This design comes from an exercise in tuning for small area on the open sky130 flow, not from production work.
At most, simulation tests tie the RTL to the original design; equivalence was not proved.
No functional check of the RTL was part of runs 3 to 5.

File: flow/standard.sh
#!/bin/bash
# synth_recipe.tcl (not shown) runs the flow's synth.tcl, then flattens the netlist and writes it again
# the make line also repeats each setting of config.mk as NAME=value (left out here)
make -C /OpenROAD-flow-scripts/flow DESIGN_CONFIG=/design/flow/config.mk WORK_HOME=/design/flow/orfs CLKGATE_MAP_FILE= SYNTH_SCRIPT=/design/flow/synth_recipe.tcl "${@:-finish}"
File: flow/config.mk
export PLATFORM = sky130hd
export DESIGN_NAME = ALU_wrapper
export DESIGN_NICKNAME = ALU_wrapper
export VERILOG_FILES = /design/flow/design.v
export SDC_FILE = /design/flow/constraint.sdc
export NUM_CORES = 4
export LEC_CHECK = 0
export CAP_MARGIN = 20
export CORE_MARGIN = 2
export CORE_UTILIZATION = 40
export GPL_TIMING_DRIVEN = 0
export SLEW_MARGIN = 20
File: flow/flow/env.sh
export BUFFER_PORTS_ARGS="-buffer_cell sky130_fd_sc_hd__buf_1"
export MY_NO_EXTRACT_FA=1
export MY_ABC_SCRIPT=abc3.script
File: flow/design.v
module FA(a, b, c, s, co);
	input a, b, c;
	output s, co;
	assign s  = a ^ b ^ c;
	assign co = (a & b) | (a & c) | (b & c);
endmodule
module HA(a, b, s, co);
	input a, b;
	output s, co;
	assign s  = a ^ b;
	assign co = a & b;
endmodule
module ALU_wrapper( clk, reset, ABCmd_i, LoadA_i, LoadB_i, LoadCmd_i, ACC_o, Done_o);
	input clk;
	input reset;
	input LoadA_i;
	input LoadB_i;
	input LoadCmd_i;
	input [7:0] ABCmd_i;
	output [7:0] ACC_o;
	output Done_o;
	reg [7:0] rA, rB, ACC_o;
	wire [3:0] op  = ABCmd_i[3:0];
	wire       CI  = ABCmd_i[4];
	wire       shr = ABCmd_i[5];
	wire       BCD = ABCmd_i[6];
	wire       MUL = ABCmd_i[7];
	reg [2:0] state;
	wire RO      = ~state[2] & ~state[1];
	wire LoadA   = ~state[2] &  state[1];
	wire LoadB   =  state[2] & ~state[1];
	wire LoadCmd =  state[2] &  state[1];
	assign Done_o = state[0];
	wire nA = (RO & ~LoadCmd_i & ~LoadB_i & LoadA_i) | (LoadA & ~LoadB_i & ~LoadCmd_i) |
	          (LoadB & LoadA_i) | (LoadCmd & LoadA_i);
	wire nB = (RO & ~LoadCmd_i & LoadB_i) | (LoadA & LoadB_i) |
	          (LoadB & ~LoadA_i & ~LoadCmd_i) | (LoadCmd & ~LoadA_i & LoadB_i);
	wire nC = (RO & LoadCmd_i) | (LoadA & ~LoadB_i & LoadCmd_i) | (LoadB & ~LoadA_i & LoadCmd_i);
	wire nO = LoadCmd & ~LoadA_i & ~LoadB_i;
	always @(posedge clk or posedge reset)
		if (reset)
			state <= 3'b000;
		else
			state <= {nB | nC, nA | nC, nO};
	always @(posedge clk or posedge reset)
		if (reset) begin
			rA <= 0;
			rB <= 0;
		end else begin
			if (LoadA) rA <= ABCmd_i;
			if (LoadB) rB <= ABCmd_i;
		end
	reg  [7:0] lg;
	wire       lg8 = shr & rA[0];
	reg  [7:0] op2;
	wire       cin = CI & ~shr & ~(op[3] & op[2]);
	always @* begin
		case (op[1:0])
		    2'b00: lg = rA | rB;
		    2'b01: lg = rA & rB;
		    2'b10: lg = rA ^ rB;
		    2'b11: lg = rA;
		endcase
		if (shr)
		    lg = {CI, rA[7:1]};
		case (op[3:2])
		    2'b00: op2 = rB;
		    2'b01: op2 = ~rB;
		    2'b10: op2 = lg;
		    2'b11: op2 = 8'd0;
		endcase
	end
	wire [7:0] s;
	wire c1, c2, c3, c5, c6, c7;
	FA u_a0(.a(lg[0]), .b(op2[0]), .c(cin), .s(s[0]), .co(c1));
	FA u_a1(.a(lg[1]), .b(op2[1]), .c(c1),  .s(s[1]), .co(c2));
	FA u_a2(.a(lg[2]), .b(op2[2]), .c(c2),  .s(s[2]), .co(c3));
	wire t3  = lg[3] ^ op2[3];
	wire g3  = lg[3] & op2[3];
	assign s[3] = t3 ^ c3;
	wire s21 = s[2] | s[1];
	wire HC0 = g3 | (BCD & t3 & s21);
	wire HC1 = g3 | t3 | (BCD & ~t3 & s21);
	wire HC  = c3 ? HC1 : HC0;
	FA u_a4(.a(lg[4]), .b(op2[4]), .c(HC),  .s(s[4]), .co(c5));
	FA u_a5(.a(lg[5]), .b(op2[5]), .c(c5),  .s(s[5]), .co(c6));
	FA u_a6(.a(lg[6]), .b(op2[6]), .c(c6),  .s(s[6]), .co(c7));
	wire t7  = lg[7] ^ op2[7];
	wire g7  = lg[7] & op2[7];
	assign s[7] = t7 ^ c7;
	wire s65 = s[6] | s[5];
	wire CO0 = (lg8 ^ g7) | (BCD & t7 & s65);
	wire CO1 = (lg8 ^ (g7 | t7)) | (BCD & ~t7 & s65);
	wire CO  = c7 ? CO1 : CO0;
	wire V0  = rA[7] ^ op2[7] ^ CO0 ^ t7;
	wire V1  = rA[7] ^ op2[7] ^ CO1 ^ ~t7;
	wire AV  = c7 ? V1 : V0;
	wire AN  = s[7];
	wire AZ  = ~|s;
	reg mc_hi;
	wire pp0_0 = ~(rA[0] & rB[0]);
	wire pp0_1 = ~(rA[1] & rB[0]);
	wire pp0_2 = ~(rA[2] & rB[0]);
	wire pp0_3 = ~(rA[3] & rB[0]);
	wire pp0_4 = ~(rA[4] & rB[0]);
	wire pp0_5 = ~(rA[5] & rB[0]);
	wire pp0_6 = ~(rA[6] & rB[0]);
	wire pp0_7 = ~(rA[7] & rB[0]);
	wire pp1_0 = ~(rA[0] & rB[1]);
	wire pp1_1 = ~(rA[1] & rB[1]);
	wire pp1_2 = ~(rA[2] & rB[1]);
	wire pp1_3 = ~(rA[3] & rB[1]);
	wire pp1_4 = ~(rA[4] & rB[1]);
	wire pp1_5 = ~(rA[5] & rB[1]);
	wire pp1_6 = ~(rA[6] & rB[1]);
	wire pp1_7 = ~(rA[7] & rB[1]);
	wire pp2_0 = ~(rA[0] & rB[2]);
	wire pp2_1 = ~(rA[1] & rB[2]);
	wire pp2_2 = ~(rA[2] & rB[2]);
	wire pp2_3 = ~(rA[3] & rB[2]);
	wire pp2_4 = ~(rA[4] & rB[2]);
	wire pp2_5 = ~(rA[5] & rB[2]);
	wire pp2_6 = ~(rA[6] & rB[2]);
	wire pp2_7 = ~(rA[7] & rB[2]);
	wire pp3_0 = ~(rA[0] & rB[3]);
	wire pp3_1 = ~(rA[1] & rB[3]);
	wire pp3_2 = ~(rA[2] & rB[3]);
	wire pp3_3 = ~(rA[3] & rB[3]);
	wire pp3_4 = ~(rA[4] & rB[3]);
	wire pp3_5 = ~(rA[5] & rB[3]);
	wire pp3_6 = ~(rA[6] & rB[3]);
	wire pp3_7 = ~(rA[7] & rB[3]);
	wire pp4_0 = ~(rA[0] & rB[4]);
	wire pp4_1 = ~(rA[1] & rB[4]);
	wire pp4_2 = ~(rA[2] & rB[4]);
	wire pp4_3 = ~(rA[3] & rB[4]);
	wire pp4_4 = ~(rA[4] & rB[4]);
	wire pp4_5 = ~(rA[5] & rB[4]);
	wire pp4_6 = ~(rA[6] & rB[4]);
	wire pp4_7 = ~(rA[7] & rB[4]);
	wire pp5_0 = ~(rA[0] & rB[5]);
	wire pp5_1 = ~(rA[1] & rB[5]);
	wire pp5_2 = ~(rA[2] & rB[5]);
	wire pp5_3 = ~(rA[3] & rB[5]);
	wire pp5_4 = ~(rA[4] & rB[5]);
	wire pp5_5 = ~(rA[5] & rB[5]);
	wire pp5_6 = ~(rA[6] & rB[5]);
	wire pp5_7 = ~(rA[7] & rB[5]);
	wire pp6_0 = ~(rA[0] & rB[6]);
	wire pp6_1 = ~(rA[1] & rB[6]);
	wire pp6_2 = ~(rA[2] & rB[6]);
	wire pp6_3 = ~(rA[3] & rB[6]);
	wire pp6_4 = ~(rA[4] & rB[6]);
	wire pp6_5 = ~(rA[5] & rB[6]);
	wire pp6_6 = ~(rA[6] & rB[6]);
	wire pp6_7 = ~(rA[7] & rB[6]);
	wire pp7_0 = ~(rA[0] & rB[7]);
	wire pp7_1 = ~(rA[1] & rB[7]);
	wire pp7_2 = ~(rA[2] & rB[7]);
	wire pp7_3 = ~(rA[3] & rB[7]);
	wire pp7_4 = ~(rA[4] & rB[7]);
	wire pp7_5 = ~(rA[5] & rB[7]);
	wire pp7_6 = ~(rA[6] & rB[7]);
	wire pp7_7 = ~(rA[7] & rB[7]);
	wire ms0 = ~(pp0_6 ^ pp1_5);
	wire mc0 = pp0_6 | pp1_5;
	wire ms1, mc1;
	FA u_m1(.a(pp0_7), .b(pp1_6), .c(pp2_5), .s(ms1), .co(mc1));
	wire ms2 = ~(pp3_4 ^ pp4_3);
	wire mc2 = pp3_4 | pp4_3;
	wire ms3, mc3;
	FA u_m3(.a(pp1_7), .b(pp2_6), .c(pp3_5), .s(ms3), .co(mc3));
	wire ms4 = ~(pp4_4 ^ pp5_3);
	wire mc4 = pp4_4 | pp5_3;
	wire ms5, mc5;
	FA u_m5(.a(pp2_7), .b(pp3_6), .c(pp4_5), .s(ms5), .co(mc5));
	wire ms6 = ~(pp0_4 ^ pp1_3);
	wire mc6 = pp0_4 | pp1_3;
	wire ms7, mc7;
	FA u_m7(.a(pp0_5), .b(pp1_4), .c(pp2_3), .s(ms7), .co(mc7));
	wire ms8 = ~(pp3_2 ^ pp4_1);
	wire mc8 = pp3_2 | pp4_1;
	wire ms9, mc9;
	FA u_m9(.a(ms0), .b(pp2_4), .c(pp3_3), .s(ms9), .co(mc9));
	wire ms10, mc10;
	FA u_m10(.a(pp4_2), .b(pp5_1), .c(pp6_0), .s(ms10), .co(mc10));
	wire ms11, mc11;
	FA u_m11(.a(mc0), .b(ms1), .c(ms2), .s(ms11), .co(mc11));
	wire ms12, mc12;
	FA u_m12(.a(pp5_2), .b(pp6_1), .c(pp7_0), .s(ms12), .co(mc12));
	wire ms13, mc13;
	FA u_m13(.a(mc1), .b(mc2), .c(ms3), .s(ms13), .co(mc13));
	wire ms14, mc14;
	FA u_m14(.a(ms4), .b(pp6_2), .c(pp7_1), .s(ms14), .co(mc14));
	wire ms15, mc15;
	FA u_m15(.a(mc3), .b(mc4), .c(ms5), .s(ms15), .co(mc15));
	wire ms16, mc16;
	FA u_m16(.a(pp5_4), .b(pp6_3), .c(pp7_2), .s(ms16), .co(mc16));
	wire ms17, mc17;
	FA u_m17(.a(mc5), .b(pp3_7), .c(pp4_6), .s(ms17), .co(mc17));
	wire ms18, mc18;
	FA u_m18(.a(pp5_5), .b(pp6_4), .c(pp7_3), .s(ms18), .co(mc18));
	wire ms19, mc19;
	FA u_m19(.a(pp4_7), .b(pp5_6), .c(pp6_5), .s(ms19), .co(mc19));
	wire ms20 = ~(pp0_3 ^ pp1_2);
	wire mc20 = pp0_3 | pp1_2;
	wire ms21, mc21;
	FA u_m21(.a(ms6), .b(pp2_2), .c(pp3_1), .s(ms21), .co(mc21));
	wire ms22, mc22;
	FA u_m22(.a(mc6), .b(ms7), .c(ms8), .s(ms22), .co(mc22));
	wire ms23, mc23;
	FA u_m23(.a(mc7), .b(mc8), .c(ms9), .s(ms23), .co(mc23));
	wire ms24, mc24;
	FA u_m24(.a(mc9), .b(mc10), .c(ms11), .s(ms24), .co(mc24));
	wire ms25, mc25;
	FA u_m25(.a(mc11), .b(mc12), .c(ms13), .s(ms25), .co(mc25));
	wire ms26, mc26;
	FA u_m26(.a(mc13), .b(mc14), .c(ms15), .s(ms26), .co(mc26));
	wire ms27, mc27;
	FA u_m27(.a(mc15), .b(mc16), .c(ms17), .s(ms27), .co(mc27));
	wire ms28, mc28;
	FA u_m28(.a(mc17), .b(mc18), .c(ms19), .s(ms28), .co(mc28));
	wire ms29, mc29;
	FA u_m29(.a(mc19), .b(pp5_7), .c(pp6_6), .s(ms29), .co(mc29));
	wire ms30 = ~(pp0_2 ^ pp1_1);
	wire mc30 = pp0_2 | pp1_1;
	wire ms31, mc31;
	FA u_m31(.a(ms20), .b(pp2_1), .c(pp3_0), .s(ms31), .co(mc31));
	wire ms32, mc32;
	FA u_m32(.a(mc20), .b(ms21), .c(pp4_0), .s(ms32), .co(mc32));
	wire ms33, mc33;
	FA u_m33(.a(mc21), .b(ms22), .c(pp5_0), .s(ms33), .co(mc33));
	wire ms34, mc34;
	FA u_m34(.a(mc22), .b(ms23), .c(ms10), .s(ms34), .co(mc34));
	wire ms35, mc35;
	FA u_m35(.a(mc23), .b(ms24), .c(ms12), .s(ms35), .co(mc35));
	wire ms36, mc36;
	FA u_m36(.a(mc24), .b(ms25), .c(ms14), .s(ms36), .co(mc36));
	wire ms37, mc37;
	FA u_m37(.a(mc25), .b(ms26), .c(ms16), .s(ms37), .co(mc37));
	wire ms38, mc38;
	FA u_m38(.a(mc26), .b(ms27), .c(ms18), .s(ms38), .co(mc38));
	wire ms39, mc39;
	FA u_m39(.a(mc27), .b(ms28), .c(pp7_4), .s(ms39), .co(mc39));
	wire ms40, mc40;
	FA u_m40(.a(mc28), .b(ms29), .c(pp7_5), .s(ms40), .co(mc40));
	wire ms41, mc41;
	FA u_m41(.a(mc29), .b(pp6_7), .c(pp7_6), .s(ms41), .co(mc41));
	wire ms42 = ~(pp0_1 ^ pp1_0);
	wire mc42 = pp0_1 | pp1_0;
	wire ms43, mc43;
	FA u_m43(.a(ms30), .b(pp2_0), .c(mc42), .s(ms43), .co(mc43));
	wire ms44, mc44;
	FA u_m44(.a(mc30), .b(ms31), .c(mc43), .s(ms44), .co(mc44));
	wire ms45, mc45;
	FA u_m45(.a(mc31), .b(ms32), .c(mc44), .s(ms45), .co(mc45));
	wire ms46, mc46;
	FA u_m46(.a(mc32), .b(ms33), .c(mc45), .s(ms46), .co(mc46));
	wire ms47, mc47;
	FA u_m47(.a(mc33), .b(ms34), .c(mc46), .s(ms47), .co(mc47));
	wire ms48, mc48;
	FA u_m48(.a(mc34), .b(ms35), .c(mc47), .s(ms48), .co(mc48));
	wire mc_lo = mc48;
	wire ms49, mc49;
	FA u_m49(.a(mc35), .b(ms36), .c(mc_hi), .s(ms49), .co(mc49));
	wire ms50, mc50;
	FA u_m50(.a(mc36), .b(ms37), .c(mc49), .s(ms50), .co(mc50));
	wire ms51, mc51;
	FA u_m51(.a(mc37), .b(ms38), .c(mc50), .s(ms51), .co(mc51));
	wire mc_la = ~((~(mc37 | ms38)) | ((~(mc37 & ms38)) & (~(mc36 | ms37))) | ((~(mc37 & ms38)) & (~(mc36 & ms37)) & (~(mc35 | ms36))) | ((~(mc37 & ms38)) & (~(mc36 & ms37)) & (~(mc35 & ms36)) & ~mc_hi));
	wire ms52, mc52;
	FA u_m52(.a(mc38), .b(ms39), .c(mc_la), .s(ms52), .co(mc52));
	wire ms53, mc53;
	FA u_m53(.a(mc39), .b(ms40), .c(mc52), .s(ms53), .co(mc53));
	wire ms54, mc54;
	FA u_m54(.a(mc40), .b(ms41), .c(mc53), .s(ms54), .co(mc54));
	wire ms55, mc55;
	FA u_m55(.a(mc41), .b(pp7_7), .c(mc54), .s(ms55), .co(mc55));
	wire [15:0] mult_out = ~{mc55, ms55, ms54, ms53, ms52, ms51, ms50, ms49, ms48, ms47, ms46, ms45, ms44, ms43, ms42, pp0_0};
	always @(posedge clk)
		mc_hi <= mc_lo;
	always @(posedge clk or posedge reset)
		if (reset)
			ACC_o <= 0;
		else if (LoadCmd)
			ACC_o <= MUL ? mult_out[7:0] : s;
		else if (Done_o)
			ACC_o <= MUL ? mult_out[15:8] : {3'b000, CO, AV, AZ, AN, HC};
endmodule
File: flow/constraint.sdc
create_clock -name core_clock -period 6.0 [get_ports {clk}]
set_input_delay 1.2000 -clock core_clock [delete_from_list [all_inputs] [get_ports {clk}]]
set_output_delay 1.2000 -clock core_clock [all_outputs]
set_load 0.01 [all_outputs]
File: flow/flow/abc3.script
strash
ifraig
dc2
dch -f
map -a
mfs2
strash
dch -f
map -a
topo
File: flow/flow/adder_map.v
module FA(a, b, c, s, co);
	input a, b, c;
	output s, co;
	sky130_fd_sc_hd__fa_1 _TECHMAP_REPLACE_ (.A(a), .B(b), .CIN(c), .SUM(s), .COUT(co));
endmodule

module HA(a, b, s, co);
	input a, b;
	output s, co;
	sky130_fd_sc_hd__ha_1 _TECHMAP_REPLACE_ (.A(a), .B(b), .SUM(s), .COUT(co));
endmodule
File: flow/flow/run.sh
#!/bin/bash
# Own layout flow: the standard ORFS flow, except that
#  - synthesis maps the design's FA/HA adder modules straight onto the
#    sky130 fa_1/ha_1 cells (flow/my_synth.tcl), and
#  - port buffers are the smallest buffer (buf_1).
# Each tool's output goes to a log file of its own in this folder.
set -euo pipefail
W=$(pwd)
F=$W/flow
# same make call as standard.sh, with our synthesis script
sed "s#SYNTH_SCRIPT=[^ ]*#SYNTH_SCRIPT=$F/my_synth.tcl#" standard.sh > my_standard.sh
grep -q "SYNTH_SCRIPT=$F/my_synth.tcl" my_standard.sh
# my_synth.tcl = synth_recipe.tcl with our own synth wrapper in place of its first line
{ echo "source $F/synth_pre.tcl"; tail -n +2 synth_recipe.tcl; } > $F/my_synth.tcl
export MY_FLOW_DIR=$F
if [[ -f $F/env.sh ]]; then source $F/env.sh; fi
bash my_standard.sh synth > synth.log 2>&1
bash my_standard.sh > layout.log 2>&1
File: flow/flow/synth_pre.tcl
# Replaces the first line of synth_recipe.tcl (which wraps synth in -nofsm -noshare).
# Before the first synth call, the FA/HA adder modules of the design are mapped
# straight onto the platform's full/half adder cells, and ABC is given an
# area-oriented script.
proc synth {args} {
  if { ![info exists ::my_adders_mapped] } {
    set ::my_adders_mapped 1
    yosys proc
    yosys techmap -map $::env(MY_FLOW_DIR)/adder_map.v
    if { [info exists ::env(MY_NO_EXTRACT_FA)] } {
      unset ::env(ADDER_MAP_FILE)
    }
    if { [info exists ::env(MY_ABC_SCRIPT)] } {
      set i [lsearch -exact $::abc_args -script]
      lset ::abc_args [expr {$i + 1}] $::env(MY_FLOW_DIR)/$::env(MY_ABC_SCRIPT)
    }
  }
  yosys synth -nofsm -noshare {*}$args
}
==> results of run 1 <==
[registers in the layout, indices dropped and copies added (netlist names)]
name   flops
state      3
ACC_o      8
mc_hi      1
rB         8
rA         8
[cells by family (layout without fill, tap and decap cells)]
group / count (synthesis) / count (layout) / share of synthesized area [%]
compound gates: 101 / 101 / 17.6
xor+xnor: 4 / 4 / 1.09
fa+ha+maj: 57 / 57 / 34.7
buf+inv: 34 / 61 / 3.99
flops: 28 / 28 / 21.7
simple gates: 168 / 168 / 20.9
[Yosys cell counts, drive strengths merged (2+ instances only)]
library cell | n | area [um^2]
a21oi | 20 | 100
nand4 | 8 | 50.1
a211oi | 2 | 15.0
o22ai | 15 | 93.8
fa | 54 | 1080
nor3 | 2 | 10.0
o21ai | 52 | 260
a31oi | 3 | 18.8
maj3 | 3 | 30.0
or2 | 2 | 12.5
nand2 | 104 | 390
nor2 | 45 | 169
o211ai | 3 | 22.5
clkinv | 34 | 128
xor2 | 4 | 35.0
o311ai | 3 | 26.3
nand3 | 6 | 30.0
dfrtp | 27 | 676
[metal layers]
metal  share of wire [%]  routed length (um)  vias up  GRT usage [%]
li1                    -                   -     1384              -
met1                  45                3990     1417           30.6
met2                  47                4160       86           35.4
met3                 6.9                 612       10           3.79
met4                 1.3                 116        0           5.76
met5                   0                   0        -              0
[layout make-up]
type / count / area [um^2]
fillers: 781 / 4200
well taps: 102 / 128
flip-flops and latches: 28 / 704
repair buffers: 23 / 101
clock buffers: 4 / 45.0
inverters: 34 / 149
multi-input cells: 330 / 2400
[final timing paths]
check / from / endpoint / slack, ns / cells after the start
max in group asynchronous: reset / rA[7] / 4.63 / 2
hold / removal: ACC_o[6] / ACC_o[6] / 0.50 / 2
hold reg to reg: ACC_o[6] / ACC_o[6] / 0.50 / 2
min in group asynchronous: reset / state[1] / 0.94 / 2
setup reg to reg: rA[5] / ACC_o[6] / 0.22 / 15
setup / recovery: rA[5] / ACC_o[6] / 0.22 / 15
[worst max-delay path: stages, from the launching register on]
cell and delay [ns]:
dfrtp_1 0.61, nand2_1 0.12, fa_1 0.47, fa_1 0.44
fa_1 0.57, fa_1 0.48, maj3_1 0.38, maj3_1 0.33
maj3_1 0.35, fa_1 0.38, fa_1 0.39, fa_1 0.38
fa_1 0.50, nor2_1 0.05, a21oi_1 0.12, o21ai_0 0.08
[per-stage QoR]
| step | instances | util (%) | setup slack, ns | TNS [ns] |
|---|---|---|---|---|
| floorplan | 392 | - | 0.284 | 0 |
| global placement | 515 | 44.1 | -0.551 | -1.73 |
| detailed placement | 515 | 44.1 | -0.665 | -2.05 |
| CTS | 519 | 44.8 | 0.0141 | 0 |
| global route | 521 | 45.6 | -0.00901 | -0.00901 |
| finish | 521 | 45.6 | 0.218 | 0 |
[what timing repair did]
item,4_1_cts,5_1_grt
setup buffers,0,2
pin swaps,0,1
setup endpoints to repair,2,4
resized for setup,8,20
==> results.txt, run 1 <==
status - finished clean
Rel. slew slack - 30.0%
Hold Slack - 0.496 ns
hold buffer count at CTS - 0
fmax - 173 MHz
CTS Buf Count - 3
CTS sink count - 28
final wirelength - 8880 um
Post-Syn Area per Cell - 8.16 um^2
Syn Std Cell Area - 3200 um^2
Starting Density - 41.4%
DR vias - 2897
GR Util All Layers - 21.9%
WP data required - 6.17 ns
sequential area share after synthesis - 21.7%
register bit total from synthesis - 28
Placed Area - 3410 um^2
number of diodes - 0
Synthesis Warnings - 1
via-per-instance ratio - 5.56
First-pass DRT Iterations - 5
fin crit period - 5.78 ns
input/output buffers - 21
placed wire-length estimate - 7080 um
CTS H-tree depth - 1
Setup-failing EPs final - 0
Arr. time, crit path - 5.95 ns
Final GP Congestion - 0.917
first-pass GRT wire length - 14800 um
crit-path max FO - 11
largest net degree at the start of global routing - 28
max-capacitance violation count - 0
Final ANT Viol Nets - 0
final hold viol count - 0
crit end category - flop
Max Slew Vio Count - 0
initial detailed-routing violation count - 188
HP Class - reg -> reg
Final Cell Area - 3520 um^2
num rows - 32
drc violations - 0
core box area - 7730 um^2
commonest non-fill, non-tap cell in the layout - nand2_1
Die H - 93.4 um
gate count of the mapped netlist - 392
Clock transition at path regs - 0.11 ns
Clock Tree Buf Depth - 2
Syn Nets - 459
share of cells above drive strength 1 - 7.40%
initial antenna violation count - 0
CP Class - reg -> reg
Post-synth top flop - dfrtp_1
Overflow after GRT - 0
Slew @ Worst Pin - 1.05 ns
routed len/inst - 17.0 um
number of global-route vias before repair - 2918
Post-synth ARST share - 96.4%
Post-Route Skew - 0.0132 ns
most frequent cells in the layout - nand2_1, fa_1, o21ai_0
Nets - 487
CTS tree - built
P&R area growth vs syn - 10.1%
synth unique cells - 23
CP startpoint kind - flop
die area - 8730 um^2
period utilization - 96.4%
die width - 93.4 um
Post-synth EDFFs - 0
root buf cell - clkbuf_8
Top Ports - 22
clock latency on the worst-skew pair - 0.29 ns
==> inputs of run 2 (changes only) <==
--- a/flow/flow/env.sh
+++ b/flow/flow/env.sh
@@ -3 +3,2 @@
 export MY_ABC_SCRIPT=abc3.script
+export SETUP_MOVE_SEQUENCE="unbuffer,sizeup,swap"
==> run 2 against run 1 <==
  * Clock skew down 0.0044 ns
  * Hold slack worse by 0.00097 ns
  * Critical endpoint unchanged
  * Still clean on timing, DRC and antenna
==> results.txt, run 2 <==
M1 GR Usage - 30.6%
input/output buffers - 21
Setup-failing EPs final - 0
sequential area share after synthesis - 21.7%
crit end category - flop
Clock Tree Buf Depth - 2
fin crit period - 5.80 ns
first-pass GRT wire length - 14800 um
Post-Route Skew - 0.00879 ns
CTS tree - built
clock latency on the worst-skew pair - 0.29 ns
Post-synth ARST share - 96.4%
Synthesis Warnings - 1
DR vias - 2886
Worst R2R Setup Slack - 0.20 ns
P&R area growth vs syn - 9.82%
final hold viol count - 0
Post-synth top flop - dfrtp_1
synth cell count leaders - nand2_1, fa_1, o21ai_0, nor2_1, clkinv_1
slowest stage delay, CP - 0.61 ns
CP startpoint kind - flop
root buf cell - clkbuf_8
share of cells above drive strength 1 - 7.19%
Post CTS Setup Buffer Count - 0
dominant cell type by area after synthesis - fa_1
number of global-route vias before repair - 2918
status - finished clean
HP Class - reg -> reg
fin util - 45.5%
most used cell, CP - fa_1
placed wire-length estimate - 7080 um
Rel. slew slack - 30.0%
First-pass DRT Iterations - 4
commonest non-fill, non-tap cell in the layout - nand2_1
WP data required - 6.16 ns
drc violations - 0
Starting Density - 41.4%
Post-synth EDFFs - 0
Arr. time, crit path - 5.96 ns
Syn Nets - 459
Hold Slack - 0.495 ns
core box area - 7730 um^2
Die H - 93.4 um
CTS H-tree depth - 1
Cell Chain, Critical Path - nand2_1 > fa_1 > fa_1 > fa_1 > fa_1 > maj3_1 > maj3_1 > maj3_1 > fa_1 > fa_1 > fa_1 > fa_1 > nor2_1 > a21oi_1 > o21ai_0
Syn Std Cell Area - 3200 um^2
Largest regs - ACC_o (8), rA (8), rB (8)
Max Slew Vio Count - 0
M3 GR Usage - 3.79%
Slew @ Worst Pin - 1.05 ns
Post-Syn Area per Cell - 8.16 um^2
RSZ-0062 raised after global routing - no
slowest CP cell - dfrtp_1
top cell type's share of synthesized area - 33.8%
CTS sink count - 28
Final ANT Viol Nets - 0
Top Family by Delay on Critical Path - adder cells
number of diodes - 0
routed len/inst - 17.0 um
num rows - 32
met2 GRT Util - 35.4%
Overflow after GRT - 0
top cells by area, synth - fa_1, dfrtp_1, nand2_1
synth unique cells - 23
CP Class - reg -> reg
most used routing layer - met2
Final GP Congestion - 0.917
Nets - 485
gate count of the mapped netlist - 392
Clock transition at path regs - 0.10 ns
largest net degree at the start of global routing - 28
CTS Buf Count - 3
most frequent cells in the layout - nand2_1, fa_1, o21ai_0
initial antenna violation count - 0
initial detailed-routing violation count - 198
die width - 93.4 um
fmax - 173 MHz
Final Cell Area - 3510 um^2
via-per-instance ratio - 5.56
final wirelength - 8850 um
GR Util All Layers - 21.9%
max-capacitance violation count - 0
Top Ports - 22
crit-path max FO - 10
Placed Area - 3410 um^2
top-count cell post-synth - nand2_1
period utilization - 96.6%
die area - 8730 um^2
register bit total from synthesis - 28
buffers and inverters on the worst path - 0
run 2: layout make-up:
| class | count | area (um^2) |
|---|---|---|
| clock buffers | 4 | 45.0 |
| fillers | 784 | 4210 |
| inverters | 34 | 149 |
| multi-input cells | 330 | 2400 |
| flip-flops and latches | 28 | 704 |
| well taps | 102 | 128 |
| repair buffers | 21 | 88.8 |
run 2: per-layer routing:
metal	part of all wire (%)	routed length (um)	vias to the layer above
li1	-	-	1373
met3	8.1	719	13
met4	1.8	157	0
met1	44	3910	1392
met2	46	4060	108
met5	0	0	-
run 2: tightest hold or removal path, stage by stage (launching register included):
cell	delay (ns)
dfrtp_1	0.36
nand2_1	0.05
o21ai_0	0.06
run 2: cell families after synthesis:
| group | count (synthesis) | synth area share [%] |
|---|---|---|
| and+or+nand+nor | 168 | 20.9 |
| AOI/OAI and AO/OA | 101 | 17.6 |
| adders and majority gates | 57 | 34.7 |
| buffers and inverters | 34 | 3.99 |
| DFF | 28 | 21.7 |
| xor gates and xnor gates | 4 | 1.09 |
run 2: final timing paths:
path / startpoint / endpoint / cells past startpoint
max reg2reg: rB[2] / ACC_o[6] / 15
min: ACC_o[6] / ACC_o[6] / 2
min in group asynchronous: reset / state[1] / 2
max in group asynchronous: reset / rA[7] / 2
max: rB[2] / ACC_o[6] / 15
min reg2reg: ACC_o[6] / ACC_o[6] / 2
run 2: through the flow:
stage | instances | setup slack, ns | TNS, ns
final | 519 | 0.203 | 0
after detailed placement | 515 | -0.665 | -2.05
after floorplan | 392 | 0.284 | 0
after global placement | 515 | -0.551 | -1.73
after global routing | 519 | 0.00129 | 0
after CTS | 519 | 0.0141 | 0
run 2: repair_timing:
action / in CTS / in global routing
setup endpoints to repair: 2 / 4
cloned: 0 / 0
hold buffers: 0 / 0
pin swaps: 0 / 2
gates resized for setup: 8 / 23
==> inputs of run 3 (changes only) <==
--- a/flow/design.v
+++ b/flow/design.v
@@ -29,5 +29,5 @@
 	wire RO      = ~state[2] & ~state[1];
-	wire LoadA   = ~state[2] &  state[1];
-	wire LoadB   =  state[2] & ~state[1];
 	wire LoadCmd =  state[2] &  state[1];
+	wire LoadA   =  state[2] & ~state[1];
+	wire LoadB   = ~state[2] &  state[1];
 	assign Done_o = state[0];
@@ -43,3 +43,3 @@
 		else
-			state <= {nB | nC, nA | nC, nO};
+			state <= {nA | nC, nB | nC, nO};
 	always @(posedge clk or posedge reset)
==> flow/flow/my_synth.tcl (new file) <==
source /design/flow/flow/synth_pre.tcl
source $::env(SCRIPTS_DIR)/synth.tcl
# left out here: clear keep_hierarchy, flatten, clean up, hide names made inside functions, write 1_2_yosys.v
==> run 3 against run 2 <==
  * Highest routed layer unchanged
  * First-iteration DRC count increased by 18%
  * Routed wire length increased by 2.8%
  * Register-to-register slack got worse by 0.04 ns
  * Critical endpoint unchanged
  * Non-clock buffer count unchanged
==> results.txt, run 3 <==
die width - 93.6 um
Nets - 488
CTS sink count - 28
status - finished clean
drc violations - 0
Post-Route Skew - 0.00278 ns
initial detailed-routing violation count - 233
input/output buffers - 21
dominant cell type by area after synthesis - fa_1
largest net degree at the start of global routing - 28
Post-Syn Area per Cell - 8.12 um^2
top cells by area, synth - fa_1, dfrtp_1, nand2_1
max-capacitance violation count - 0
clock latency on the worst-skew pair - 0.28 ns
slowest stage delay, CP - 0.60 ns
Post-synth top flop - dfrtp_1
reg2reg end - ACC_o[6]
P&R area growth vs syn - 11.1%
worst r2r path cells - 15
Reg area - 708 um^2
number of global-route vias before repair - 2917
Worst R2R Setup Slack - 0.16 ns
Post-synth ARST share - 96.4%
area of the multi-input gates - 2410 um^2
first-pass GRT wire length - 15100 um
fmax - 171 MHz
Die H - 93.6 um
Clock transition at path regs - 0.10 ns
crit end category - flop
placed wire-length estimate - 6970 um
crit-path max FO - 12
Reg2Reg Launch Point - rA[7]
Overflow after GRT - 0
Hold Path Sink - ACC_o[5]
sequential area share after synthesis - 21.7%
root buf cell - clkbuf_8
fin crit period - 5.84 ns
commonest non-fill, non-tap cell in the layout - nand2_1
Final GP Congestion - 0.954
pre-CTS WS - -0.567 ns
num rows - 32
Post-synth EDFFs - 0
synth unique cells - 22
Cell Chain, Critical Path - nand2_1 > fa_2 > fa_2 > fa_2 > fa_1 > maj3_1 > maj3_1 > maj3_1 > fa_1 > fa_1 > fa_1 > fa_1 > nor3_1 > a21oi_1 > o21ai_1
Synthesis Warnings - 1
Setup-failing EPs final - 0
Worst Hold Depth - 2
final wirelength - 9090 um
share of cells above drive strength 1 - 8.57%
most used cell, CP - fa_1
gate count of the mapped netlist - 395
fillers - 789
Arr. time, crit path - 6.05 ns
RSZ-0062 raised after global routing - no
via-per-instance ratio - 5.67
Setup TNS - 0 ns
Top Ports - 22
WP data required - 6.21 ns
most frequent cells in the layout - nand2_1, fa_1, o21ai_0
routed len/inst - 17.4 um
Max Slew Vio Count - 0
CTS Buf Count - 3
fin util - 45.9%
number of diodes - 0
die area - 8750 um^2
Rel. slew slack - 53.9%
First-pass DRT Iterations - 5
Largest regs - ACC_o (8), rA (8), rB (8)
Final WS setup - 0.162 ns
GR Util All Layers - 22.3%
initial antenna violation count - 0
DR vias - 2962
slowest CP cell - dfrtp_2
synth cell count leaders - nand2_1, fa_1, o21ai_0, nor2_1, clkinv_1
Final ANT Viol Nets - 0
Clock Tree Buf Depth - 2
Slew @ Worst Pin - 0.689 ns
CTS tree - built
CP Class - reg -> reg
period utilization - 97.3%
Syn Nets - 462
CTS H-tree depth - 1
final hold viol count - 0
top cell type's share of synthesized area - 33.7%
Syn Std Cell Area - 3210 um^2
register bit total from synthesis - 28
Post CTS Setup Buffer Count - 0
top-count cell post-synth - nand2_1
min-delay src - ACC_o[5]
core box area - 7770 um^2
HP Class - reg -> reg
Starting Density - 41.3%
CP startpoint kind - flop
==> run 3: changes by cell type after synthesis, moves of 3 or more <==
cell,change
clkinv_1,+4
a21oi_1,+4
o311ai_0,-3
nand2_1,-3
==> run 3: through the flow <==
stage / cell area, um^2 / hold slack, ns / cells
6_report: 3560 / 0.494 / 522
5_1_grt: 3560 / 0.551 / 522
4_1_cts: 3500 / 0.502 / 522
3_5_place_dp: 3410 / 0.474 / 518
3_3_place_gp: 3410 / 0.466 / 518
2_1_floorplan: 3210 / 0.510 / 395
==> run 3: area by class of cell <==
type	count	area share, %
clock buffer	3	1.16
clock inverter	1	0.843
inverter	38	4.60
multi-input combinational	329	67.5
sequential	28	19.9
tap	102	3.58
timing repair buffer	21	2.42
==> run 3: repair_timing <==
item,in CTS,in global routing
gates resized for setup,8,29
setup endpoints to repair,2,2
pin swaps,0,2
hold buffers,0,0
==> run 3: worst max-delay path: cells and delay by family, from the launching register on <==
family / cells / cell delay, ns
AO/OA/AOI/OAI: 2 / 0.21
AND/OR/NAND/NOR: 2 / 0.32
adder cells (fa/ha/maj): 11 / 4.64
flip-flops: 1 / 0.60
==> run 3: how the worst max path moves through the flow <==
| stage | startpoint | cells past startpoint | to | slack, ns |
|---|---|---|---|---|
| after detailed placement | ABCmd_i[0] | 23 | ACC_o[3] | -0.57 |
| after global routing | rA[7] | 15 | ACC_o[6] | 0.005 |
| after global placement | ABCmd_i[0] | 23 | ACC_o[3] | -0.51 |
| after CTS | rB[0] | 16 | ACC_o[6] | 0.002 |
| after floorplan | ABCmd_i[5] | 22 | ACC_o[3] | 0.35 |
| final | rA[7] | 15 | ACC_o[6] | 0.16 |
==> run 3: cells by family (layout without fill, tap and decap cells) <==
kind of cell | Yosys count | after routing | share of synthesized area (%)
flip-flops | 28 | 28 | 21.7
AO/OA/AOI/OAI | 103 | 103 | 17.6
XOR/XNOR | 5 | 5 | 1.36
adder cells (fa/ha/maj) | 57 | 57 | 34.6
buffers and inverters | 38 | 63 | 4.45
AND/OR/NAND/NOR | 164 | 164 | 20.3
==> run 3: routing by layer <==
layer,GRT usage [%],part of all wire (%),up-vias
met3,2.74,5.6,15
li1,-,-,1381
met5,0,0,-
met2,34.4,43,116
met4,5.43,2.6,0
met1,33.4,48,1450
==> inputs of run 4 (changes only) <==
--- a/flow/design.v
+++ b/flow/design.v
@@ -29,6 +29,6 @@
 	wire RO      = ~state[2] & ~state[1];
-	wire LoadCmd =  state[2] &  state[1];
-	wire LoadA   =  state[2] & ~state[1];
-	wire LoadB   = ~state[2] &  state[1];
-	assign Done_o = state[0];
+	wire LoadA   =  state[1] & ~state[0];
+	wire LoadB   =  state[1] &  state[0];
+	wire LoadCmd =  state[2];
+	assign Done_o = ~state[1] & state[0];
 	wire nA = (RO & ~LoadCmd_i & ~LoadB_i & LoadA_i) | (LoadA & ~LoadB_i & ~LoadCmd_i) |
@@ -43,3 +43,3 @@
 		else
-			state <= {nA | nC, nB | nC, nO};
+			state <= {nC, nA | nB, nB | nO};
 	always @(posedge clk or posedge reset)
==> run 4 against run 3 <==
  * Critical path type is now in -> reg
  * Highest routed layer unchanged
  * Count of clock-buffer cells in the layout is the same
  * First-iteration DRC count rose by 3.0%
  * Hold slack better by 0.0044 ns
  * Non-clock buffer count stayed put
  * Largest cell class unchanged
  * Via count is 1.5% higher
  * Synthesized cell count increased by 1.8%
  * Flip-flop and latch count did not move
==> results.txt, run 4 <==
placed wire-length estimate - 7040 um
core box area - 7770 um^2
CP Class - in -> reg
crit-path max FO - 10
routed len/inst - 17.1 um
fmax - 175 MHz
Die H - 93.9 um
register bit total from synthesis - 28
die area - 8820 um^2
WP data required - 6.17 ns
input/output buffers - 21
Final ANT Viol Nets - 0
max-capacitance violation count - 0
drc violations - 0
share of cells above drive strength 1 - 5.15%
first-pass GRT wire length - 14900 um
Clock transition at path regs - 0.10 ns
number of diodes - 0
Post CTS Setup Buffer Count - 0
HP Class - reg -> reg
Post-Route Skew - 0.00636 ns
CTS tree - built
clock latency on the worst-skew pair - 0.28 ns
root buf cell - clkbuf_8
pre-CTS WS - -0.964 ns
Rel. slew slack - 47.0%
Final GP Congestion - 0.940
Clock Tree Buf Depth - 2
Setup-failing EPs final - 0
commonest non-fill, non-tap cell in the layout - nand2_1
Starting Density - 41.6%
number of global-route vias before repair - 2876
GR Util All Layers - 21.9%
Overflow after GRT - 0
largest net degree at the start of global routing - 28
RSZ-0062 raised after global routing - no
die width - 93.9 um
Post-synth top flop - dfrtp_1
CTS H-tree depth - 1
synth cell count leaders - nand2_1, o21ai_0, fa_1, nor2_1, clkinv_1
Max Slew Vio Count - 0
Arr. time, crit path - 5.87 ns
period utilization - 95.0%
fillers - 791
via-per-instance ratio - 5.68
DR vias - 3006
num rows - 32
sequential area share after synthesis - 21.5%
gate count of the mapped netlist - 402
final wirelength - 9020 um
Final WS setup - 0.301 ns
most frequent cells in the layout - nand2_1, o21ai_0, nor2_1, fa_1, clkinv_1
P&R area growth vs syn - 10.2%
status - finished clean
Syn Nets - 469
First-pass DRT Iterations - 5
Post-Syn Area per Cell - 8.04 um^2
CTS sink count - 28
Post-synth ARST share - 96.4%
top-count cell post-synth - nand2_1
Slew @ Worst Pin - 0.794 ns
Synthesis Warnings - 1
Top Ports - 22
initial detailed-routing violation count - 240
Largest regs - ACC_o (8), rA (8), rB (8)
top cell type's share of synthesized area - 33.4%
fin crit period - 5.70 ns
Nets - 495
synth unique cells - 22
Hold Slack - 0.498 ns
initial antenna violation count - 0
Syn Std Cell Area - 3230 um^2
top cells by area, synth - fa_1, dfrtp_1, nand2_1
CTS Buf Count - 3
dominant cell type by area after synthesis - fa_1
Post-synth EDFFs - 0
Placed Area - 3440 um^2
Final Cell Area - 3560 um^2
crit end category - flop
CP startpoint kind - input pin
final hold viol count - 0
[run 4: cell types whose count changed in the layout (fill, tap and decap cells not counted), sizes merged, moves of 2 or more]
cell,previous run,this run
nand3,8,5
nand2,101,94
o21ai,51,60
a21oi,24,17
clkinvlp,3,0
a31oi,4,7
nor2,43,52
maj3,3,0
o21a,0,2
nor3,4,8
[run 4: per-layer routing]
metal / track usage [%] / wire, um / share of wire, % / up-vias
met5: 0 / 0 / 0 / -
met3: 2.73 / 531 / 5.9 / 23
li1: - / - / - / 1408
met2: 33.2 / 3870 / 43 / 128
met1: 33.1 / 4340 / 48 / 1447
met4: 5.92 / 282 / 3.1 / 0
[run 4: cells by family (layout without fill, tap and decap cells)]
logic type	count (synthesis)	after routing	synth area share (%)
flip-flops	28	28	21.5
buffers and inverters	36	61	4.18
AO/OA/AOI/OAI	110	110	18.7
AND/OR/NAND/NOR	170	170	21.1
XOR/XNOR	4	4	1.08
adder cells (fa/ha/maj)	54	54	33.4
[run 4: final timing paths]
check                                 from  cells after the start  slack [ns]  endpoint
worst max-delay path            ABCmd_i[1]                     23        0.30  ACC_o[3]
worst min-delay path              ACC_o[1]                      2        0.50  ACC_o[1]
worst max register to register       rB[0]                     23        0.49  ACC_o[3]
worst min register to register    ACC_o[1]                      2        0.50  ACC_o[1]
max in group asynchronous            reset                      2        4.64     rA[2]
min in group asynchronous            reset                      2        0.96  ACC_o[5]
[run 4: timing repair]
item / 4_1_cts / 5_1_grt
resized for setup: 8 / 18
pin swaps: 1 / 7
endpoints found under the setup margin: 5 / 2
hold buffers: 0 / 0
[run 4: metrics by stage]
| stage | utilization, % | std cells | TNS [ns] |
|---|---|---|---|
| 6_report | 45.9 | 529 | 0 |
| 4_1_cts | 45.4 | 529 | 0 |
| 3_5_place_dp | 44.3 | 525 | -3.15 |
| 2_1_floorplan | - | 402 | 0 |
| 5_1_grt | 45.9 | 529 | 0 |
| 3_3_place_gp | 44.3 | 525 | -2.85 |
[run 4: worst max-delay path: stages]
cell and delay (ns):
buf_4 0.16, nor2_4 0.24, nor2_1 0.08, nor2_1 0.11, o22ai_2 0.10, nand2_1 0.07
o21ai_1 0.09, fa_2 0.37, fa_2 0.35, fa_1 0.54, o21ai_1 0.15, o211ai_1 0.16
fa_2 0.40, fa_2 0.36, fa_2 0.62, o21a_1 0.14, clkinv_1 0.09, o21ai_2 0.16
clkinv_1 0.08, o21ai_1 0.15, a21boi_1 0.08, o21ai_1 0.08, a31oi_1 0.08
[run 4: area by class of cell]
cell class	count	area [um^2]	area share, %
Clock buffer	3	41.3	1.16
Timing Repair Buffer	21	91.3	2.56
Clock inverter	1	30.0	0.843
Inverter	36	139	3.90
Tap cell	102	128	3.58
Sequential cell	28	696	19.5
Multi-Input combinational cell	338	2440	68.4
==> inputs of run 5 (changes only) <==
--- a/flow/design.v
+++ b/flow/design.v
@@ -27,8 +27,4 @@
 	wire       MUL = ABCmd_i[7];
-	reg [2:0] state;
-	wire RO      = ~state[2] & ~state[1];
-	wire LoadA   =  state[1] & ~state[0];
-	wire LoadB   =  state[1] &  state[0];
-	wire LoadCmd =  state[2];
-	assign Done_o = ~state[1] & state[0];
+	reg LoadA, LoadB, LoadCmd, Done_o;
+	wire RO = ~LoadA & ~LoadB & ~LoadCmd;
 	wire nA = (RO & ~LoadCmd_i & ~LoadB_i & LoadA_i) | (LoadA & ~LoadB_i & ~LoadCmd_i) |
@@ -41,5 +37,5 @@
 		if (reset)
-			state <= 3'b000;
+			{LoadA, LoadB, LoadCmd, Done_o} <= 4'b0000;
 		else
-			state <= {nC, nA | nB, nB | nO};
+			{LoadA, LoadB, LoadCmd, Done_o} <= {nA, nB, nC, nO};
 	always @(posedge clk or posedge reset)
==> run 5 against run 4 <==
  * Clock skew grew 0.0026 ns
  * Synthesized cell count shrank 4.2%
  * Cell area grew 0.25%
  * Area after synthesis shrank 0.46%
  * Still clean
  * Largest cell class unchanged
  * Flip-flop and latch count grew 1
  * Worst setup slack lost 0.075 ns
  * Die area shrank 0.45%
  * First-iteration DRC count grew 36%
  * Critical endpoint unchanged
  * Fmax shrank 1.3%
  * Sequential share of layout area grew 1.0 points
==> results.txt, run 5 <==
synth cell count leaders - nand2_1, fa_1, o21ai_0, clkinv_1, nor2_1
CP Class - in -> reg
Final WS setup - 0.226 ns
Top Ports - 22
Starting Density - 41.4%
Post-synth EDFFs - 0
Final GP Congestion - 0.955
Final ANT Viol Nets - 0
root buf cell - clkbuf_8
initial detailed-routing violation count - 326
final hold viol count - 0
reg2reg end - ACC_o[6]
dominant cell type by area after synthesis - fa_1
placed insts - 508
num rows - 32
Post-Syn Area per Cell - 8.36 um^2
Post-synth top flop - dfrtp_1
WP data required - 6.17 ns
fin util - 46.0%
top cell type's share of synthesized area - 33.6%
crit end category - flop
fmax - 173 MHz
placed wire-length estimate - 6930 um
period utilization - 96.2%
initial antenna violation count - 0
Reg2Reg Launch Point - rA[7]
Post-Route Skew - 0.00895 ns
clock latency on the worst-skew pair - 0.29 ns
most used cell, CP - fa_1
die width - 93.7 um
crit-path max FO - 10
CTS tree - built
routed len/inst - 17.7 um
sequential area share after synthesis - 22.4%
HP Class - reg -> reg
largest net degree at the start of global routing - 29
register bit total from synthesis - 29
Slew @ Worst Pin - 0.777 ns
Clock Tree Buf Depth - 2
first-pass GRT wire length - 14800 um
Setup-failing EPs final - 0
Die H - 93.7 um
pre-CTS WS - -0.459 ns
Rel. slew slack - 48.2%
top-count cell post-synth - nand2_1
top cells by area, synth - fa_1, dfrtp_1, nand2_1
commonest non-fill, non-tap cell in the layout - nand2_1
CTS sink count - 29
Arr. time, crit path - 5.94 ns
Clock transition at path regs - 0.07 ns
Overflow after GRT - 0
fin crit period - 5.77 ns
CP startpoint kind - input pin
drc violations - 0
Syn Std Cell Area - 3220 um^2
status - finished clean
most frequent cells in the layout - nand2_1, fa_1, o21ai_0
DR vias - 2921
number of diodes - 0
max-capacitance violation count - 0
gate count of the mapped netlist - 385
synth unique cells - 25
Post-synth ARST share - 96.6%
share of cells above drive strength 1 - 7.49%
number of global-route vias before repair - 2705
Max Slew Vio Count - 0
P&R area growth vs syn - 11.0%
final wirelength - 9130 um
worst r2r path cells - 15
slowest CP cell - fa_1
GR Util All Layers - 21.8%
Syn Nets - 452
slowest stage delay, CP - 0.52 ns
CTS H-tree depth - 2
Cell Chain, Critical Path - clkbuf_2 > inv_4 > a21oi_1 > nor2_1 > o22ai_1 > a22oi_1 > nand2_1 > fa_1 > fa_1 > fa_2 > o221ai_1 > nand3_1 > fa_1 > fa_1 > fa_1 > o21ai_2 > nand3_1 > o21ai_0 > o22ai_1 > xor2_1 > o21ai_0 > a31oi_1
Post CTS Setup Buffer Count - 0
core box area - 7770 um^2
Critical Path Source - ABCmd_i[1]
die area - 8780 um^2
Largest regs - ACC_o (8), rA (8), rB (8)
via-per-instance ratio - 5.66
Synthesis Warnings - 1
Nets - 480
fin cells - 516
Worst R2R Setup Slack - 0.26 ns
First-pass DRT Iterations - 5
input/output buffers - 21
critical path capture point - ACC_o[3]
CTS Buf Count - 5
[run 5: cell families after synthesis]
group           Yosys count  share of synthesized area, %
simple gates            151                          18.5
compound gates          108                          19.1
fa+ha+maj                57                          34.5
buf+inv                  35                          4.08
flops                    29                          22.4
xor+xnor                  5                          1.36
[run 5: critical path: cells and delay by family]
kind	cells	cell delay, ns
AO/OA/AOI/OAI	9	1.21
XOR/XNOR	1	0.16
adder cells (fa/ha/maj)	6	2.60
buffers and inverters	2	0.37
AND/OR/NAND/NOR	4	0.39
[run 5: final cells by class]
| class | count | area [um^2] |
|---|---|---|
| Clock buffer | 8 | 90.1 |
| Fill cell | 777 | 4200 |
| Inverter | 35 | 143 |
| Multi-Input combinational cell | 321 | 2390 |
| Sequential cell | 29 | 734 |
| Timing Repair Buffer | 21 | 83.8 |
| Tap cell | 102 | 128 |
[run 5: how the worst min path moves through the flow]
| stage | from | end | slack, ns | cells after the start |
|---|---|---|---|---|
| floorplan | ACC_o[5] | ACC_o[5] | 0.52 | 2 |
| global placement | ACC_o[5] | ACC_o[5] | 0.47 | 2 |
| detailed placement | ACC_o[5] | ACC_o[5] | 0.48 | 2 |
| CTS | ACC_o[5] | ACC_o[5] | 0.50 | 2 |
| global route | ACC_o[5] | ACC_o[5] | 0.54 | 2 |
| finish | ACC_o[5] | ACC_o[5] | 0.51 | 2 |
[run 5: repair_timing]
| item | 4_1_cts | 5_1_grt |
|---|---|---|
| hold buffers | 0 | 0 |
| setup endpoints to repair | 2 | 4 |
| pin swaps | 0 | 2 |
| resized for setup | 5 | 26 |
[run 5: routing by layer]
metal  share of wire [%]  vias up  global-route usage, %  wire (um)
met1                  47     1418                   33.8       4320
met3                 7.1       16                   3.69        652
li1                    -     1369                      -          -
met4                 2.2        0                   6.16        199
met2                  43      118                   31.4       3960
met5                   0        -                      0          0
[run 5: metrics by stage]
stage / TNS [ns] / area, um^2 / hold slack, ns
after floorplan: 0 / 3220 / 0.519
after global placement: -0.592 / 3420 / 0.466
after detailed placement: -0.920 / 3420 / 0.483
after CTS: 0 / 3520 / 0.500
after global routing: -0.00736 / 3570 / 0.543
final: 0 / 3570 / 0.507
==> inputs of run 6 (changes only) <==
--- a/flow/design.v
+++ b/flow/design.v
@@ -27,4 +27,8 @@
 	wire       MUL = ABCmd_i[7];
-	reg LoadA, LoadB, LoadCmd, Done_o;
-	wire RO = ~LoadA & ~LoadB & ~LoadCmd;
+	reg [2:0] state;
+	wire RO      = ~state[1];
+	wire LoadA   = ~state[2] &  state[1] & ~state[0];
+	wire LoadB   =  state[0];
+	wire LoadCmd =  state[2] &  state[1];
+	assign Done_o = state[2] & ~state[1];
 	wire nA = (RO & ~LoadCmd_i & ~LoadB_i & LoadA_i) | (LoadA & ~LoadB_i & ~LoadCmd_i) |
@@ -37,5 +41,5 @@
 		if (reset)
-			{LoadA, LoadB, LoadCmd, Done_o} <= 4'b0000;
+			state <= 3'b000;
 		else
-			{LoadA, LoadB, LoadCmd, Done_o} <= {nA, nB, nC, nO};
+			state <= {nC | nO, nA | nB | nC, nB};
 	always @(posedge clk or posedge reset)
==> run 6 against run 5 <==
  * Die area shrank 1.2%
  * Still clean on timing, DRC and antenna
  * Flip-flop and latch count shrank 1
  * Largest cell class unchanged
  * Register-to-register slack lost 0.05 ns
  * Via count shrank 1.4%
  * Critical endpoint is now ACC_o[6]
  * Critical path depth shrank 8
==> results.txt, run 6 <==
Synthesis Warnings - 1
Top Ports - 22
Final ANT Viol Nets - 0
first-pass GRT wire length - 14700 um
Syn Nets - 451
input/output buffers - 21
min-delay src - ACC_o[5]
pre-CTS WS - -0.508 ns
slowest stage delay, CP - 0.62 ns
Post-synth EDFFs - 0
CTS sink count - 28
WP data required - 6.17 ns
Hold Slack - 0.518 ns
Largest regs - ACC_o (8), rA (8), rB (8)
Post-synth ARST share - 96.4%
Worst Hold Depth - 2
fin crit period - 5.79 ns
CTS tree - built
most used cell, CP - fa_1
number of diodes - 0
Die H - 93.2 um
Cell Chain, Critical Path - clkinv_1 > o22ai_1 > nand2_1 > fa_1 > fa_1 > fa_1 > maj3_1 > maj3_1 > maj3_1 > fa_1 > fa_1 > fa_1 > fa_1 > o211ai_1
status - finished clean
crit end category - flop
initial antenna violation count - 0
die area - 8680 um^2
Syn Std Cell Area - 3180 um^2
dominant cell type by area after synthesis - fa_1
gate count of the mapped netlist - 384
max-capacitance violation count - 0
core box area - 7730 um^2
Overflow after GRT - 0
Clock Tree Buf Depth - 2
slowest CP cell - dfrtp_1
Final GP Congestion - 0.930
initial detailed-routing violation count - 228
Starting Density - 41.1%
Clock transition at path regs - 0.10 ns
Post CTS Setup Buffer Count - 0
final hold viol count - 0
final wirelength - 8780 um
worst r2r path cells - 14
placed wire-length estimate - 6940 um
top-count cell post-synth - nand2_1
die width - 93.2 um
routed len/inst - 17.2 um
share of cells above drive strength 1 - 4.88%
top cell type's share of synthesized area - 34.0%
number of global-route vias before repair - 2800
P&R area growth vs syn - 9.48%
Arr. time, crit path - 5.95 ns
Final WS setup - 0.212 ns
Post-Route Skew - 0.00665 ns
drc violations - 0
via-per-instance ratio - 5.63
Post-synth top flop - dfrtp_1
num rows - 32
Reg2Reg Launch Point - rA[3]
period utilization - 96.5%
Rel. slew slack - 59.8%
First-pass DRT Iterations - 5
top cells by area, synth - fa_1, dfrtp_1, nand2_1
largest net degree at the start of global routing - 28
CTS H-tree depth - 1
fmax - 173 MHz
sequential area share after synthesis - 21.9%
Nets - 478
register bit total from synthesis - 28
Critical Path Source - rA[3]
root buf cell - clkbuf_8
CTS Buf Count - 3
crit-path max FO - 11
GR Util All Layers - 21.7%
Max Slew Vio Count - 0
DR vias - 2881
synth unique cells - 25
HP Class - reg -> reg
Post-Syn Area per Cell - 8.28 um^2
CP startpoint kind - flop
commonest non-fill, non-tap cell in the layout - nand2_1
Setup-failing EPs final - 0
RSZ-0062 raised after global routing - no
Slew @ Worst Pin - 0.602 ns
CP Class - reg -> reg
clock latency on the worst-skew pair - 0.28 ns
synth cell count leaders - nand2_1, fa_1, o21ai_0, nor2_1, clkinv_1
most frequent cells in the layout - nand2_1, fa_1, o21ai_0
## run 6: changes by cell type after synthesis, moves of 2 or more
cell	before	now
nor2_1	31	39
o31ai_1	2	0
nand3_1	10	4
nand2_1	101	94
nand4_1	3	7
a21oi_1	27	31
a22oi_1	8	3
o22ai_1	17	13
o21ai_0	44	50
## run 6: final timing paths
| kind | endpoint | slack [ns] |
|---|---|---|
| max | ACC_o[6] | 0.21 |
| max in group asynchronous | rB[1] | 4.63 |
| min | ACC_o[5] | 0.52 |
| min in group asynchronous | rA[0] | 0.95 |
| max reg2reg | ACC_o[6] | 0.21 |
| min reg2reg | ACC_o[5] | 0.52 |
## run 6: cells by family after synthesis
logic type / count (synthesis) / share of synthesized area (%)
flip-flops: 28 / 21.9
AND/OR/NAND/NOR: 149 / 18.5
XOR/XNOR: 5 / 1.38
adder cells (fa/ha/maj): 57 / 34.9
buffers and inverters: 36 / 4.25
AO/OA/AOI/OAI: 109 / 19.0
## run 6: area by class of cell
| type | instances | area (um^2) |
|---|---|---|
| Tap cell | 102 | 128 |
| Multi-Input combinational cell | 320 | 2360 |
| Fill cell | 773 | 4250 |
| Timing Repair Buffer | 22 | 92.6 |
| Sequential cell | 28 | 697 |
| Clock buffer | 4 | 55.1 |
| Inverter | 36 | 148 |
## run 6: critical path, delay by kind of cell (launching register included)
kind                       cells  cell delay, ns
and+or+nand+nor                1            0.10
adders and majority gates     10            4.21
DFF                            1            0.62
AOI/OAI and AO/OA              2            0.41
buffers and inverters          1            0.32
## run 6: stage by stage
stage	utilization [%]	area (um^2)	TNS [ns]	instances
floorplan	-	3180	0	384
global placement	43.8	3390	-0.718	507
detailed placement	44.0	3400	-0.967	508
CTS	44.8	3460	0	512
global route	45.0	3480	0	512
finish	45.0	3480	0	512
## run 6: metal layers
metal / share of wire (%) / up-vias / GRT usage [%]
met1: 49 / 1421 / 32.9
li1: - / 1348 / -
met4: 0.84 / 0 / 3.19
met5: 0 / - / 0
met3: 6.2 / 8 / 4.27
met2: 44 / 104 / 33.0
## run 6: what timing repair did
item                                    CTS  global route
endpoints found under the setup margin    2             3
hold buffers                              0             0
gates resized for setup                   4            13
==> inputs of run 7 (changes only) <==
--- a/flow/flow/env.sh
+++ b/flow/flow/env.sh
@@ -4 +4,2 @@
 export SETUP_MOVE_SEQUENCE="unbuffer,sizeup,swap"
+export CTS_ARGS="-sink_clustering_enable -repair_clock_nets -dont_use_dummy_load"
==> run 7 against run 6 <==
  * Still clean on timing, DRC and antenna
  * Routed wire length about the same
  * Synthesized cell count unchanged
  * Via count shrank 0.17%
  * Global-route usage did not move
  * Fmax hardly changed
  * Cell count decreased by 0.20%
  * Register-to-register slack barely moved
  * Cell area down 0.32%
  * Critical endpoint unchanged
==> results.txt, run 7 <==
P&R area growth vs syn - 9.13%
Syn Nets - 451
initial antenna violation count - 0
Highest Signal Layer - met4
CTS sink count - 28
First-pass DRT Iterations - 4
Final GP Congestion - 0.930
GR Util All Layers - 21.7%
gate count of the mapped netlist - 384
met3 wire len - 556 um
commonest non-fill, non-tap cell in the layout - nand2_1
Clock transition at path regs - 0.10 ns
Syn Std Cell Area - 3180 um^2
CP Class - reg -> reg
Setup-failing EPs final - 0
Final ANT Viol Nets - 0
routed len/inst - 17.2 um
period utilization - 96.5%
Post-Syn Area per Cell - 8.28 um^2
Reg area - 697 um^2
first-pass GRT wire length - 14600 um
number of global-route vias before repair - 2792
share of cells above drive strength 1 - 4.89%
die width - 93.2 um
core box area - 7730 um^2
Setup TNS - 0 ns
Nets - 478
synth cell count leaders - nand2_1, fa_1, o21ai_0, nor2_1, clkinv_1
RSZ-0062 raised after global routing - no
Post-synth ARST share - 96.4%
area of the multi-input gates - 2360 um^2
drc violations - 0
Overflow after GRT - 0
Slew @ Worst Pin - 0.608 ns
DR vias - 2876
clock latency on the worst-skew pair - 0.28 ns
CP startpoint kind - flop
max-capacitance violation count - 0
largest net degree at the start of global routing - 28
Post CTS Setup Buffer Count - 0
Starting Density - 41.1%
placed wire-length estimate - 6940 um
via-per-instance ratio - 5.63
register bit total from synthesis - 28
dominant cell type by area after synthesis - fa_1
die area - 8680 um^2
Max Slew Vio Count - 0
Rel. slew slack - 59.4%
fmax - 173 MHz
status - finished clean
initial detailed-routing violation count - 244
met2 routed WL - 3880 um
fillers - 774
HP Class - reg -> reg
met1 wire length - 4250 um
Hold Slack - 0.518 ns
Post-synth EDFFs - 0
sequential area share after synthesis - 21.9%
crit end category - flop
final wirelength - 8780 um
root buf cell - clkbuf_8
most frequent cells in the layout - nand2_1, fa_1, o21ai_0
num rows - 32
fin cells - 511
final hold viol count - 0
Clock Tree Buf Depth - 2
Largest regs - ACC_o (8), rA (8), rB (8)
Die H - 93.2 um
Post-synth top flop - dfrtp_1
fin crit period - 5.79 ns
Arr. time, crit path - 5.95 ns
CTS H-tree depth - 1
synth unique cells - 25
WP data required - 6.16 ns
crit-path max FO - 10
CTS tree - built
Synthesis Warnings - 1
Post-Route Skew - 0.0112 ns
top-count cell post-synth - nand2_1
Top Ports - 22
placed insts - 508
top cell type's share of synthesized area - 34.0%
number of diodes - 0
CTS Buf Count - 3
input/output buffers - 21
top cells by area, synth - fa_1, dfrtp_1, nand2_1
run 7: through the flow:
stage / instance area [um^2] / utilization (%) / setup slack [ns]
floorplan: 3180 / - / 0.305
global placement: 3390 / 43.8 / -0.427
detailed placement: 3400 / 44.0 / -0.508
CTS: 3440 / 44.6 / 0.0633
global route: 3470 / 44.9 / 0.00482
finish: 3470 / 44.9 / 0.211
run 7: kinds of logic after synthesis:
family,count (synthesis),synth area share (%)
buf+inv,36,4.25
xor+xnor,5,1.38
simple gates,149,18.5
compound gates,109,19.0
flops,28,21.9
fa+ha+maj,57,34.9
run 7: final timing paths:
kind,to,cells past startpoint,start,slack (ns)
setup reg to reg,ACC_o[6],14,rB[4],0.21
hold / removal,ACC_o[5],2,ACC_o[5],0.52
setup / recovery,ACC_o[6],14,rB[4],0.21
max in group asynchronous,rB[1],2,reset,4.63
hold reg to reg,ACC_o[5],2,ACC_o[5],0.52
min in group asynchronous,rA[0],2,reset,0.94
run 7: layout make-up:
cell class | instances | share of cell area, %
Multi-Input combinational cell | 320 | 68.1
Sequential cell | 28 | 20.1
Inverter | 36 | 4.26
Tap cell | 102 | 3.68
Timing Repair Buffer | 22 | 2.67
Clock buffer | 3 | 1.19
run 7: worst max-delay path, stage by stage, from the launching register on:
cell      delay (ns)
dfrtp_1         0.63
clkinv_1        0.33
o22ai_1         0.31
nand2_1         0.10
fa_1            0.41
fa_1            0.58
fa_1            0.48
maj3_1          0.38
maj3_1          0.34
maj3_1          0.35
fa_1            0.39
fa_1            0.39
fa_1            0.39
fa_1            0.50
o211ai_1        0.10
run 7: what timing repair did:
item                       4_1_cts  5_1_grt
setup endpoints to repair        2        3
hold buffers                     0        0
resized for setup                4       14
run 7: routing by layer:
metal	vias to the layer above	track usage [%]
met4	0	3.19
met5	-	0
met1	1401	33.1
met2	113	32.9
met3	12	4.27
li1	1350	-

## static timing again, ports no longer ideal
Ports are ideal in the flow. The routed layouts listed here were re-timed in OpenROAD.
Step 1 assumes that a clkbuf_16 drives the clock port and a buf_2 every other input.
Step 2, shift: input delay + t, output delay - t, t = (earliest + latest rising clock arrival at the registers) / 2. This alone moves slack from input paths to output paths.
Three values: ideal ports, drivers, drivers and shift; two values: the first two.
| run | t (ns) | slack for setup (ns) | hold slack, ns | worst register clock-pin slew, ns |
|---|---|---|---|---|
| run 1 | 0.317 | 0.218 / 0.218 / -0.059 | 0.496 / 0.496 / 0.496 | 0.11 / 0.11 |
| run 2 | 0.316 | 0.203 / 0.203 / -0.086 | 0.495 / 0.495 / 0.495 | 0.10 / 0.10 |
| run 3 | 0.307 | 0.162 / 0.162 / 0.036 | 0.494 / 0.494 / 0.494 | 0.10 / 0.10 |
| run 4 | 0.307 | 0.301 / 0.292 / -0.016 | 0.498 / 0.498 / 0.498 | 0.10 / 0.10 |
| run 5 | 0.310 | 0.226 / 0.234 / -0.076 | 0.507 / 0.507 / 0.507 | 0.07 / 0.07 |
| run 6 | 0.309 | 0.212 / 0.212 / -0.067 | 0.518 / 0.518 / 0.518 | 0.10 / 0.10 |
| run 7 | 0.306 | 0.211 / 0.211 / -0.051 | 0.518 / 0.518 / 0.518 | 0.10 / 0.10 |
With both steps, setup timing fails in 6 of these runs, where it was met with ideal ports. For run 4, which loses most, drivers alone change the setup slack by -0.009 ns; drivers and shift together by -0.317 ns.
